This design comes from an exercise in tuning for small area on the open sky130 flow, not from production work. RTL that was checked went through simulation tests only; none was proved equivalent to the original. Power figures rest on the tool's default switching activity, not on a simulated workload.

## mtm_Alu
module mtm_Alu (
    input  wire clk,    
    input  wire rst_n,  
    input  wire sin,    
    output wire sout    
);
For scale: ~470 cells after synthesis, roughly 0.0049 mm^2 of cells after synthesis.
==> flow/config.mk <==
export PLATFORM = sky130hd
export DESIGN_NAME = mtm_Alu
export DESIGN_NICKNAME = mtm_Alu
export VERILOG_FILES = /design/flow/design.v
export SDC_FILE = /design/flow/constraint.sdc
export NUM_CORES = 4
export LEC_CHECK = 0
export CAP_MARGIN = 20
export CORE_MARGIN = 2
export CORE_UTILIZATION = 40
export CTS_BUF_LIST = sky130_fd_sc_hd__clkbuf_8
export PLACE_DENSITY = 0.6
export SLEW_MARGIN = 20
==> flow/constraint.sdc <==
create_clock -name core_clock -period 10.0 [get_ports {clk}]
set_input_delay 2.0000 -clock core_clock [delete_from_list [all_inputs] [get_ports {clk}]]
set_output_delay 2.0000 -clock core_clock [all_outputs]
set_load 0.01 [all_outputs]
standard.sh (not shown) runs the stock make flow with config.mk's settings and CLKGATE_MAP_FILE= SYNTH_SCRIPT=/design/flow/synth_recipe.tcl, a recipe that flattens the netlist after the stock synthesis.
==> flow/flow/run.sh <==
#!/bin/bash
set -e
export CTS_ARGS="-sink_clustering_enable -repair_clock_nets -dont_use_dummy_load -buf_list sky130_fd_sc_hd__clkbuf_8"
cat standard.sh > standard_sh_copy.log
bash standard.sh > standard.log 2>&1
The first run passed the timing, design-rule and antenna checks.
==> next run, changes <==
==> flow/flow/run.sh (replaced) <==
#!/bin/bash
# The standard layout flow (standard.sh) with two changes: clock tree
# synthesis adds no dummy loads for balancing, and the port buffers are
# the smallest buffer cell. The flow's output goes to standard.log.
set -e
export CTS_ARGS="-sink_clustering_enable -repair_clock_nets -dont_use_dummy_load -buf_list sky130_fd_sc_hd__clkbuf_8"
export BUFFER_PORTS_ARGS="-buffer_cell sky130_fd_sc_hd__buf_1"
bash standard.sh > standard.log 2>&1
GPL_TIMING_DRIVEN = 0   (was default)
=> Cell area went up by 1.4%; critical path depth climbs by 2; die area stays the same; count of clock-buffer cells in the layout does not change; sequential share of layout area goes down by 0.75 points; total power is higher by 0.44%; routed wire length falls by 0.71%; via count is higher by 2.0%.
==> next run, changes <==
==> flow/run.sh (new file) <==
#!/bin/bash
# synth_recipe.tcl (not shown) runs the flow's synth.tcl, then flattens the netlist and writes it again
# the make line also repeats each setting of config.mk as NAME=value (left out here)
make -C /OpenROAD-flow-scripts/flow DESIGN_CONFIG=/design/flow/config.mk WORK_HOME=/design/flow/orfs CLKGATE_MAP_FILE= SYNTH_SCRIPT=/design/flow/synth_recipe.tcl finish
GPL_TIMING_DRIVEN = default   (was 0)
removed: flow/flow/run.sh
removed: flow/standard.sh
- The changed run completed with no timing, DRC or antenna violations
- non-clock buffer count drops by 20
- flip-flop and latch count does not change
- area after synthesis stays the same
- final area hardly moves
- global-route usage stays flat
- combinational power drops by 3.6%
- total power climbs by 3.0%
- worst setup slack degrades by 0.055 ns
- utilization drops by 0.11 points
==> next run, changes <==
CAP_MARGIN = 0   (was 20)
CORE_UTILIZATION = 60   (was 40)
PLACE_DENSITY = 0.75   (was 0.6)
SLEW_MARGIN = 0   (was 20)
Effect:
- sequential share of layout area grows by 0.53 points
- via count grows by 0.78%
- sequential power stays flat
- critical path depth is unchanged
- worst setup slack is better by 0.011 ns
- routed wire length shrinks by 5.8%
- die area shrinks by 32%
- count of clock-buffer cells in the layout does not change
- flip-flop and latch count is unchanged

* * *

## 01-08
mtm_Alu, a different RTL version from the one above (not shown whole).
For scale: roughly 490 cells after synthesis, ~96 flip-flops, ~4 I/O pins, about 0.0051 mm^2 of cells after synthesis.
==> flow/config.mk <==
export PLATFORM = sky130hd
export DESIGN_NAME = mtm_Alu
export DESIGN_NICKNAME = mtm_Alu
export VERILOG_FILES = /design/flow/design.v
export SDC_FILE = /design/flow/constraint.sdc
export NUM_CORES = 4
export LEC_CHECK = 0
export CAP_MARGIN = 20
export CORE_MARGIN = 2
export CORE_UTILIZATION = 40
export CTS_BUF_LIST = sky130_fd_sc_hd__clkbuf_2 sky130_fd_sc_hd__clkbuf_4 sky130_fd_sc_hd__clkbuf_8
export PLACE_DENSITY = 0.6
export SLEW_MARGIN = 20
==> flow/constraint.sdc <==
create_clock -name core_clock -period 10.0 [get_ports {clk}]
set_input_delay 2.0000 -clock core_clock [delete_from_list [all_inputs] [get_ports {clk}]]
set_output_delay 2.0000 -clock core_clock [all_outputs]
set_load 0.01 [all_outputs]
run.sh (not shown) runs the stock make flow with config.mk's settings and CLKGATE_MAP_FILE= SYNTH_SCRIPT=/design/flow/synth_recipe.tcl, a recipe that flattens the netlist after the stock synthesis.
Stock flow here: none of the scripts above is used.
Edits applied to the flow inputs when going from 01-08 to 03-14:
- CTS_CLUSTER_SIZE: unset -> 30
- CTS_CLUSTER_DIAMETER: unset -> 200
- CTS_BUF_LIST: sky130_fd_sc_hd__clkbuf_2 sky130_fd_sc_hd__clkbuf_4 sky130_fd_sc_hd__clkbuf_8 -> sky130_fd_sc_hd__clkbuf_8
Notes after the runs:
As far as multi-input combinational area share is concerned, 03-14 and 01-08 perform about the same.
Re final instance count without filler cells: no difference whatsoever between 01-08 and 03-14.
Comparing 03-14 against 01-08, there is no change at all in number of instances in the synthesized netlist.
03-14 vs. 01-08: first-pass GRT wire length about even, combinational power about even, post-synthesis instance area about even, worst relative slew slack about even.
From 01-08 to 03-14, worst hold slack did not move at all.
Re count of buffers not belonging to the clock network in the layout: no difference whatsoever between 01-08 and 03-14.
Function was not checked in any run of this note: the RTL went through the layout flow alone.

## separate check: timing with driven ports
Ports are ideal in the flow. The routed layouts listed here were re-timed in OpenROAD.
Step 1 (the two cells are an assumption about what drives the block):
set clk [get_ports {clk}]
set_driving_cell -lib_cell sky130_fd_sc_hd__clkbuf_16 $clk
set_driving_cell -lib_cell sky130_fd_sc_hd__buf_2 [delete_from_list [all_inputs] $clk]
Step 2 times the ports against the registers' clock, not the clock port: input delays grow and output delays shrink by t, the midpoint of the rising clock arrivals with the driver on.
Three values: ideal, step 1, step 2; two values: the first two.
| run | shift t [ns] | setup WS [ns] | latest minus earliest clock arrival (ns) |
|---|---|---|---|
| the first run of note 1 | 0.398 | 6.031 / 6.031 / 6.031 | 0.020 / 0.020 |
| the second run of note 1 | 0.389 | 6.107 / 6.107 / 5.870 | 0.035 / 0.036 |
| the third run of note 1 | 0.403 | 6.052 / 6.052 / 6.052 | 0.012 / 0.012 |
| the fourth run of note 1 | 0.391 | 6.063 / 6.063 / 6.063 | 0.014 / 0.014 |
| 01-08 | 0.414 | 5.936 / 5.936 / 5.936 | 0.010 / 0.010 |
| 03-14 | 0.414 | 5.936 / 5.936 / 5.936 | 0.010 / 0.010 |
After both steps setup and hold are still met in every run listed. For the second run of note 1, which loses most, drivers alone change the setup slack by 0.000 ns; drivers and shift together by -0.237 ns.
